This design comes from an exercise in tuning for small area on the open sky130 flow, not from production work.
At most, simulation tests tie the RTL to the original design; equivalence was not proved.
Power is estimated from default activity; no workload was simulated.

## StepCalculatorDataflow
module StepCalculatorDataflow (
    input wire clk,
    input wire rst,
    input wire [7:0] hr_input,
    input wire [2:0] steps_per_second,
    input wire [7:0] stride_length,
    input wire valid_input,
    output wire [15:0] total_steps,
    output wire [31:0] total_distance,
    output wire [31:0] distance_per_second,
    output wire [7:0] time_elapsed,
    output wire [1:0] heart_rate_classification,
    output wire [7:0] max_heart_rate,
    output wire [31:0] total_calories,
    output wire [31:0] average_heart_rate,
    output wire [1:0] workout_intensity,
    output wire [15:0] speed
);
Settings: LEC_CHECK=0, CAP_MARGIN=20, CORE_MARGIN=2, CORE_UTILIZATION=90, PLACE_DENSITY=0.9, SLEW_MARGIN=20; clock period 90.0 ns.
standard.sh (not shown) runs the stock make flow with config.mk's settings and CLKGATE_MAP_FILE= SYNTH_SCRIPT=/design/flow/synth_recipe.tcl, a recipe that flattens the netlist after the stock synthesis.
==> flow/flow/run.sh <==
#!/bin/bash
# Standard ORFS layout (the standard.sh) with a few extra ORFS settings
# from flow/extra.mk: smaller port buffers, no CTS dummy loads.
set -euo pipefail
HERE=$(pwd)
{ echo "include $HERE/config.mk"; cat "$HERE/flow/extra.mk"; } > "$HERE/my_config.mk"
sed "s#DESIGN_CONFIG=[^ ]*#DESIGN_CONFIG=$HERE/my_config.mk#" standard.sh > my_standard.sh
bash my_standard.sh > standard.log 2>&1
==> flow/flow/extra.mk <==
export BUFFER_PORTS_ARGS = -buffer_cell sky130_fd_sc_hd__buf_1
export CTS_ARGS = -sink_clustering_enable -repair_clock_nets -dont_use_dummy_load -buf_list sky130_fd_sc_hd__clkbuf_8 -sink_clustering_size 18 -sink_clustering_max_diameter 55
export SKIP_REPAIR_TIE_FANOUT = 1
Change:
--- a/flow/config.mk
+++ b/flow/config.mk
@@ -9,4 +9,3 @@
 export CORE_MARGIN = 2
-export CORE_UTILIZATION = 90
-export PLACE_DENSITY = 0.9
+export CORE_UTILIZATION = 85
 export SLEW_MARGIN = 20
Outcome: Setup slack is better by 0.12 ns; power is lower by 2.5%; non-clock buffer count does not change; cell area stays flat; die area is higher by 5.6%; register-to-register slack is better by 0.20 ns; utilization is lower by 5.5 points; combinational power is lower by about 10%; cell count is higher by about 0.5%; worst hold slack barely changes.
Change:
--- a/flow/config.mk
+++ b/flow/config.mk
@@ -9,3 +9,3 @@
 export CORE_MARGIN = 2
-export CORE_UTILIZATION = 85
+export CORE_UTILIZATION = 75
 export SLEW_MARGIN = 20
Routed wire length shrinks by 12%.
Combinational power came out lower by about 4%.
Core utilization falls by 9.6 points.
Non-clock buffer count does not change.
Via count falls by 5.9%.
Fmax is about the same.
Count of clock-buffer cells in the layout rose by 1.
Change:
==> flow/flow/extra.mk (replaced) <==
export BUFFER_PORTS_ARGS = -buffer_cell sky130_fd_sc_hd__buf_1
export CTS_ARGS = -sink_clustering_enable -repair_clock_nets -dont_use_dummy_load -buf_list sky130_fd_sc_hd__clkbuf_8 -root_buf sky130_fd_sc_hd__clkbuf_4 -tree_buf sky130_fd_sc_hd__clkbuf_4 -sink_clustering_size 18 -sink_clustering_max_diameter 55
export SKIP_REPAIR_TIE_FANOUT = 1
--- a/flow/config.mk
+++ b/flow/config.mk
@@ -9,3 +9,3 @@
 export CORE_MARGIN = 2
-export CORE_UTILIZATION = 75
+export CORE_UTILIZATION = 85
 export SLEW_MARGIN = 20
Outcome:
- The new run went through all stages and came out clean
- sequential power is about the same
- power is about the same
- final area goes down by 0.45%
- non-clock buffer count is unchanged
- cell count drops by 0.98%


P:
Another version of the RTL of StepCalculatorDataflow (not shown whole).
Size in the first run: about 640 cells after synthesis, roughly 210 flip-flops, roughly 200 I/O pins.
export LEC_CHECK = 0
export CAP_MARGIN = 20
export CORE_MARGIN = 2
export CORE_UTILIZATION = 60
export SLEW_MARGIN = 20
create_clock -name core_clock -period 90.0 [get_ports {clk}]
==> flow/flow/extra.mk <==
export BUFFER_PORTS_ARGS = -buffer_cell sky130_fd_sc_hd__buf_1
export CTS_ARGS = -sink_clustering_enable -repair_clock_nets -dont_use_dummy_load -buf_list sky130_fd_sc_hd__clkbuf_8 -sink_clustering_size 20 -sink_clustering_max_diameter 70
export SKIP_REPAIR_TIE_FANOUT = 1
Scripts as last shown in full above: flow/flow/run.sh
Having completed the whole flow, P delivered a layout that passed the timing, DRC and antenna checks.
The following lists how T was set up differently from P:
- swapping 60 for 40 in CORE_UTILIZATION
==> flow/flow/extra.mk <==
export BUFFER_PORTS_ARGS = -buffer_cell sky130_fd_sc_hd__buf_1
export CTS_ARGS = -sink_clustering_enable -repair_clock_nets -dont_use_dummy_load -buf_list sky130_fd_sc_hd__clkbuf_8 -sink_clustering_size 16 -sink_clustering_max_diameter 80
export SKIP_REPAIR_TIE_FANOUT = 1
==> run summary <==
- Diff P -> T: least setup slack across all paths after layout level, clock group share of total power saw an increase, fraction of layout cells with a size suffix above 1 shows an increase of 0.59 points.
- Compared with P, T is hungrier on power.
- P has a higher met1 track demand over resource than T.
- Area used by multi-input combinational logic (T vs. P) decreases slightly
- Sort P and T by sequential group share of total power desc -> top: P
- Reported for P and T, fraction of the mapped netlist area in compound gates turned out identical to the last digit.
- T gives less combinational power share than P did.
No run of this note included a check of the RTL's function; only the layout flow was run.


The RTL this note starts from:
==> flow/design.v <==
module StepCalculatorDataflow (
    input wire clk,
    input wire rst,
    input wire [7:0] hr_input,
    input wire [2:0] steps_per_second,
    input wire [7:0] stride_length,
    input wire valid_input,
    output wire [15:0] total_steps,
    output wire [31:0] total_distance,
    output wire [31:0] distance_per_second,
    output wire [7:0] time_elapsed,
    output wire [1:0] heart_rate_classification,
    output wire [7:0] max_heart_rate,
    output wire [31:0] total_calories,
    output wire [31:0] average_heart_rate,
    output wire [1:0] workout_intensity,
    output wire [15:0] speed
);
    reg [6:0] k;         
    reg z;               
    reg flag;            
    reg clr;             
    wire start = valid_input | z;
    always @(posedge clk or posedge rst) begin
        if (rst) begin
            k <= 7'd127;
            z <= 1'b1;
            flag <= 1'b0;
        end else begin
            if (start) begin
                k <= 7'd0;
                z <= 1'b0;
            end else if (k != 7'd127) begin
                k <= k + 7'd1;
            end
            if (k == 7'd122 && !clr)
                flag <= 1'b1;
        end
    end
    always @(posedge clk)
        if (start) clr <= ~valid_input;
    localparam [127:0] M_A  = 128'h000000000000000000000000ffffffff;
    localparam [127:0] M_TS = 128'h0000000000000000000000000000ffff;
    localparam [127:0] M_B  = 128'h0000000000000000ffffffff00000000;
    localparam [127:0] M_B6 = 128'h000000000000000003ffffff00000000;
    localparam [127:0] M_C  = 128'h0000000003fffffffc00000000000000;
    localparam [127:0] M_D  = 128'h03fffffffc0000000000000000000000;
    localparam [127:0] M_TE = 128'h00000003fc0000000000000000000000;
    localparam [127:0] M_W0 = 128'h0000000000000000000000ff00000000;
    localparam [127:0] M_W1 = 128'h0000000000000000000001fe00000000;
    localparam [127:0] M_W2 = 128'h0000000000000000000003fc00000000;
    wire ph_a  = M_A[k];
    wire ph_ts = M_TS[k];
    wire ph_b  = M_B[k];
    wire ph_b6 = M_B6[k];
    wire ph_c  = M_C[k];
    wire ph_d  = M_D[k];
    wire ph_te = M_TE[k];
    wire k0  = (k == 7'd0);
    wire k32 = (k == 7'd32);
    wire k58 = (k == 7'd58);
    wire k90 = (k == 7'd90);
    reg [7:0] h;         
    reg [7:0] w;         
    reg [2:0] s;         
    always @(posedge clk) begin
        if (valid_input) begin
            h <= hr_input;
            w <= stride_length;
        end else begin
            h <= {h[0], h[7:1]};
            w <= {w[0], w[7:1]};
        end
        if (valid_input) s <= steps_per_second;
    end
    wire [2:0] s_e = clr ? 3'd0 : s;
    reg [7:0] mx;
    reg hr_gt;
    integer gi;
    always @(*) begin
        hr_gt = 1'b0;
        for (gi = 0; gi < 8; gi = gi + 1)
            hr_gt = (hr_input[gi] & ~mx[gi]) | (~(hr_input[gi] ^ mx[gi]) & hr_gt);
    end
    always @(posedge clk or posedge rst) begin
        if (rst) mx <= 8'd0;
        else if (valid_input && hr_gt) mx <= hr_input;
    end
    reg [15:0] ts;
    reg [31:0] td;
    reg [31:0] sum;
    reg [31:0] avg;
    reg [19:0] cal;
    reg [15:0] spd;
    reg [7:0] te;
    reg [7:0] r;
    wire div_first = k0 | k32 | k58;
    wire td_rd = td[{~k[3:0], 1'b1}];
    reg sum_rd;
    always @(*) begin
        case (k[3:0])
            4'd0: sum_rd = sum[19];
            4'd1: sum_rd = sum[17];
            4'd2: sum_rd = sum[15];
            4'd3: sum_rd = sum[13];
            4'd4: sum_rd = sum[11];
            4'd5: sum_rd = sum[9];
            4'd6: sum_rd = sum[7];
            4'd7: sum_rd = sum[5];
            4'd8: sum_rd = sum[3];
            4'd9: sum_rd = sum[1];
            4'd10: sum_rd = sum[31];
            4'd11: sum_rd = sum[29];
            4'd12: sum_rd = sum[27];
            4'd13: sum_rd = sum[25];
            4'd14: sum_rd = sum[23];
            4'd15: sum_rd = sum[21];
        endcase
    end
    wire n_in = ph_a ? td_rd : (ph_c ? sum_rd : avg[31]);
    wire [7:0] dv = ph_b6 ? 8'd125 : te;
    wire [8:0] x9 = {(div_first ? 8'd0 : r), n_in};
    wire [10:0] df = {1'b0, x9, 1'b1} + {1'b0, 1'b1, ~dv, ~ph_c};
    wire q = df[10];
    always @(posedge clk)
        r <= q ? df[8:1] : x9[7:0];
    wire spd_ok = flag & (te != 8'd0);
    wire avg_ok = flag & (te != 8'd255);
    reg [7:0] acc;
    reg [3:0] xd;
    reg pb;
    wire a_in = avg[0] & flag;
    wire [8:0] msum = {1'b0, k0 ? 8'd0 : acc} + {1'b0, a_in ? te : 8'd0};
    wire x_t = msum[0];
    wire x_d = (k[6:2] != 5'd0) & xd[3];
    wire b_e = ~k0 & pb;
    wire p_t = x_d ^ x_t ^ b_e;
    wire b_n = (~x_d & (x_t | b_e)) | (x_t & b_e);
    always @(posedge clk) begin
        acc <= msum[8:1];
        xd <= {xd[2:0], x_t};
        pb <= b_n;
    end
    reg cts;
    wire s_bit = (k == 7'd0) ? s_e[0] : (k == 7'd1) ? s_e[1] : (k == 7'd2) ? s_e[2] : 1'b0;
    wire [1:0] ts_add = (ts[0] & flag) + s_bit + (~k0 & cts);
    always @(posedge clk) begin
        if (ph_ts) ts <= {ts_add[0], ts[15:1]};
        cts <= ts_add[1];
    end
    reg [1:0] ctd;
    wire a0 = s_e[0] & w[0] & M_W0[k];
    wire a1 = s_e[1] & w[7] & M_W1[k];
    wire a2 = s_e[2] & w[6] & M_W2[k];
    wire [2:0] td_add = (td[0] & flag) + a0 + a1 + a2 + (k32 ? 2'd0 : ctd);
    always @(posedge clk) begin
        if (ph_a)
            td <= {td[0], td[31:1]};
        else if (ph_b)
            td <= {td_add[0], td[31:1]};
        ctd <= td_add[2:1];
    end
    always @(posedge clk)
        if (ph_a) spd <= {spd[14:0], q & spd_ok};
    always @(posedge clk) begin
        if (ph_a)
            avg <= {p_t, avg[31:1]};
        else if (ph_b6 || ph_c)
            avg <= {avg[30:0], q & avg_ok};
    end
    always @(posedge clk)
        if (ph_b6) cal <= {cal[18:0], q};
    reg csum;
    wire h_bit = h[6] & ph_te & ~clr;
    wire [1:0] sum_add = (sum[0] & flag) + h_bit + (~k90 & csum);
    always @(posedge clk) begin
        if (ph_c)
            sum <= {sum[0], sum[31:1]};
        else if (ph_d)
            sum <= {sum_add[0], sum[31:1]};
        csum <= sum_add[1];
    end
    reg cte;
    wire cte_e = k90 | cte;
    always @(posedge clk) begin
        if (ph_te) te <= {flag & (te[0] ^ cte_e), te[7:1]};
        cte <= te[0] & cte_e;
    end
    assign total_steps = ts;
    assign total_distance = td;
    assign distance_per_second = 32'd0;
    assign time_elapsed = te;
    assign max_heart_rate = mx;
    assign total_calories = {12'd0, cal};
    assign average_heart_rate = avg;
    assign speed = spd;
    localparam [255:0] M_HR1 = 256'hffffffffffffffffffffffffff80000000000000000000000000000000000000;    
    localparam [255:0] M_HR2 = 256'hffffffffffffffffffe000000000000000000000000000000000000000000000;    
    localparam [255:0] M_AV1 = 256'hffffffffffffffffffffffffffffffffff000000000000000000000000000000;    
    localparam [255:0] M_AV2 = 256'hfffffffffffffffffffffffe0000000000000000000000000000000000000000;    
    wire hr1 = M_HR1[hr_input];
    wire hr2 = M_HR2[hr_input];
    assign heart_rate_classification = {hr2, hr1 & ~hr2};
    wire av_hi = |avg[31:8];
    wire av1 = av_hi | M_AV1[avg[7:0]];
    wire av2 = av_hi | M_AV2[avg[7:0]];
    assign workout_intensity = {av2, av1 & ~av2};
endmodule
==> flow/config.mk <==
export PLATFORM = sky130hd
export DESIGN_NAME = StepCalculatorDataflow
export DESIGN_NICKNAME = StepCalculatorDataflow
export VERILOG_FILES = /design/flow/design.v
export SDC_FILE = /design/flow/constraint.sdc
export NUM_CORES = 4
export LEC_CHECK = 0
export CAP_MARGIN = 20
export CORE_MARGIN = 2
export CORE_UTILIZATION = 40
export SLEW_MARGIN = 20
==> flow/constraint.sdc <==
create_clock -name core_clock -period 90.0 [get_ports {clk}]
set_input_delay 18.0000 -clock core_clock [delete_from_list [all_inputs] [get_ports {clk}]]
set_output_delay 18.0000 -clock core_clock [all_outputs]
set_load 0.01 [all_outputs]
==> flow/flow/run.sh <==
#!/bin/bash
# Standard layout; keep copies of the inputs for inspection.
cp standard.sh standard_copy.sh.txt
cp config.mk config_copy.mk.txt
bash standard.sh > standard.log 2>&1
The starting point ran to the end with no violations.
==> next run, changes <==
==> flow/flow/run.sh (replaced) <==
#!/bin/bash
# Standard ORFS layout (the standard.sh) with a few extra ORFS settings
# from flow/extra.mk: smaller port buffers, no CTS dummy loads.
set -euo pipefail
HERE=$(pwd)
{ echo "include $HERE/config.mk"; cat "$HERE/flow/extra.mk"; } > "$HERE/my_config.mk"
sed "s#DESIGN_CONFIG=[^ ]*#DESIGN_CONFIG=$HERE/my_config.mk#" standard.sh > my_standard.sh
bash my_standard.sh > standard.log 2>&1
==> flow/flow/extra.mk (new file) <==
export BUFFER_PORTS_ARGS = -buffer_cell sky130_fd_sc_hd__buf_1
export CTS_ARGS = -sink_clustering_enable -repair_clock_nets -dont_use_dummy_load -buf_list sky130_fd_sc_hd__clkbuf_4
- The changed run completed without violations
- final area shrinks by 12%
- via count hardly moves
- maximum frequency went up by about 2%
- sequential power is about the same
==> next run, changes <==
==> flow/flow/extra.mk (replaced) <==
export BUFFER_PORTS_ARGS = -buffer_cell sky130_fd_sc_hd__buf_1
export CTS_ARGS = -sink_clustering_enable -repair_clock_nets -dont_use_dummy_load -buf_list sky130_fd_sc_hd__clkbuf_8 -sink_clustering_size 10 -sink_clustering_max_diameter 50
export SKIP_REPAIR_TIE_FANOUT = 1
=> Total power falls by 0.56%. Clock-buffer cell count falls by 28. Via count falls by 3.8%. Die area is unchanged. Setup slack is worse by 0.031 ns.
==> next run, changes <==
==> flow/flow/extra.mk (replaced) <==
export BUFFER_PORTS_ARGS = -buffer_cell sky130_fd_sc_hd__buf_1
export CTS_ARGS = -sink_clustering_enable -repair_clock_nets -dont_use_dummy_load -buf_list sky130_fd_sc_hd__clkbuf_4
export SKIP_REPAIR_TIE_FANOUT = 1
What happened: Area after synthesis does not change. Via count is higher by 2.3%. Setup slack loses 0.0067 ns. Design area stays flat. Clock power rose by about 2%. Wire length climbs by 1.3%. Flip-flop and latch count is unchanged. First-iteration DRC count goes down by 0.33%.
No run of this note included a check of the RTL's function; only the layout flow was run.


StepCalculatorDataflow, a different RTL version from the one above (not shown whole).
Size: ~210 flip-flops.
clock: 90.0 ns
lec_check: 0
cap_margin: 20
core_margin: 2
core_utilization: 85
slew_margin: 20
==> flow/flow/run.sh <==
#!/bin/bash
# Standard ORFS layout (the standard.sh) with a few extra ORFS settings
# from flow/extra.mk: smaller port buffers, no CTS dummy loads.
set -euo pipefail
HERE=$(pwd)
{ echo "include $HERE/config.mk"; cat "$HERE/flow/extra.mk"; } > "$HERE/my_config.mk"
sed "s#DESIGN_CONFIG=[^ ]*#DESIGN_CONFIG=$HERE/my_config.mk#" standard.sh > my_standard.sh
bash my_standard.sh > standard.log 2>&1
==> flow/flow/extra.mk <==
export BUFFER_PORTS_ARGS = -buffer_cell sky130_fd_sc_hd__buf_1
export CTS_ARGS = -sink_clustering_enable -repair_clock_nets -dont_use_dummy_load -buf_list sky130_fd_sc_hd__clkbuf_8 -root_buf sky130_fd_sc_hd__clkbuf_4 -tree_buf sky130_fd_sc_hd__clkbuf_4 -sink_clustering_size 17 -sink_clustering_max_diameter 45
export SKIP_REPAIR_TIE_FANOUT = 1
The first run passed the timing, DRC and antenna checks.
Then changed:
==> flow/flow/extra.mk (replaced) <==
export BUFFER_PORTS_ARGS = -buffer_cell sky130_fd_sc_hd__buf_1
export CTS_ARGS = -sink_clustering_enable -repair_clock_nets -dont_use_dummy_load -buf_list sky130_fd_sc_hd__clkbuf_8 -root_buf sky130_fd_sc_hd__clkbuf_4 -tree_buf sky130_fd_sc_hd__clkbuf_4 -sink_clustering_size 16 -sink_clustering_max_diameter 50
export SKIP_REPAIR_TIE_FANOUT = 1
What happened: Die area stays the same. Total power is about the same. Wire length drops by 2.7%. Register-to-register slack gains 0.18 ns. Sequential power is about the same. Area after synthesis stays the same. Global-route usage drops by 0.50 points.

-- static timing again, ports no longer ideal --
Ports are ideal in the flow. The routed layouts listed here were re-timed in OpenROAD.
Step 1, drivers: a clkbuf_16 drives clk and a buf_2 each remaining input, both assumed.
Step 2, shift: input delay + t, output delay - t, t = (earliest + latest rising clock arrival at the registers) / 2. This alone moves slack from input paths to output paths.
Slacks: no drivers / after step 1 / after step 2; pairs: no drivers / after step 1.
run	t, ns	setup WS [ns]	latest minus earliest clock arrival (ns)
the first run of note 1	0.526	52.925 / 52.890 / 52.890	0.036 / 0.035
the second run of note 1	0.519	53.043 / 53.003 / 53.003	0.038 / 0.038
the third run of note 1	0.514	53.095 / 53.075 / 53.075	0.048 / 0.049
the fourth run of note 1	0.601	53.066 / 53.026 / 53.026	0.053 / 0.053
P	0.513	53.079 / 53.057 / 53.057	0.034 / 0.034
T	0.524	53.079 / 53.059 / 53.059	0.034 / 0.035
the first run of note 3	0.556	52.343 / 52.321 / 52.321	0.011 / 0.011
the second run of note 3	0.657	53.093 / 53.073 / 53.073	0.104 / 0.104
the third run of note 3	0.583	53.063 / 53.042 / 53.042	0.033 / 0.033
the fourth run of note 3	0.670	53.056 / 53.036 / 53.036	0.073 / 0.073
the first run of note 4	0.614	52.891 / 52.868 / 52.868	0.046 / 0.046
the second run of note 4	0.628	52.835 / 52.803 / 52.803	0.028 / 0.028
After both steps setup and hold are still met in every run listed.
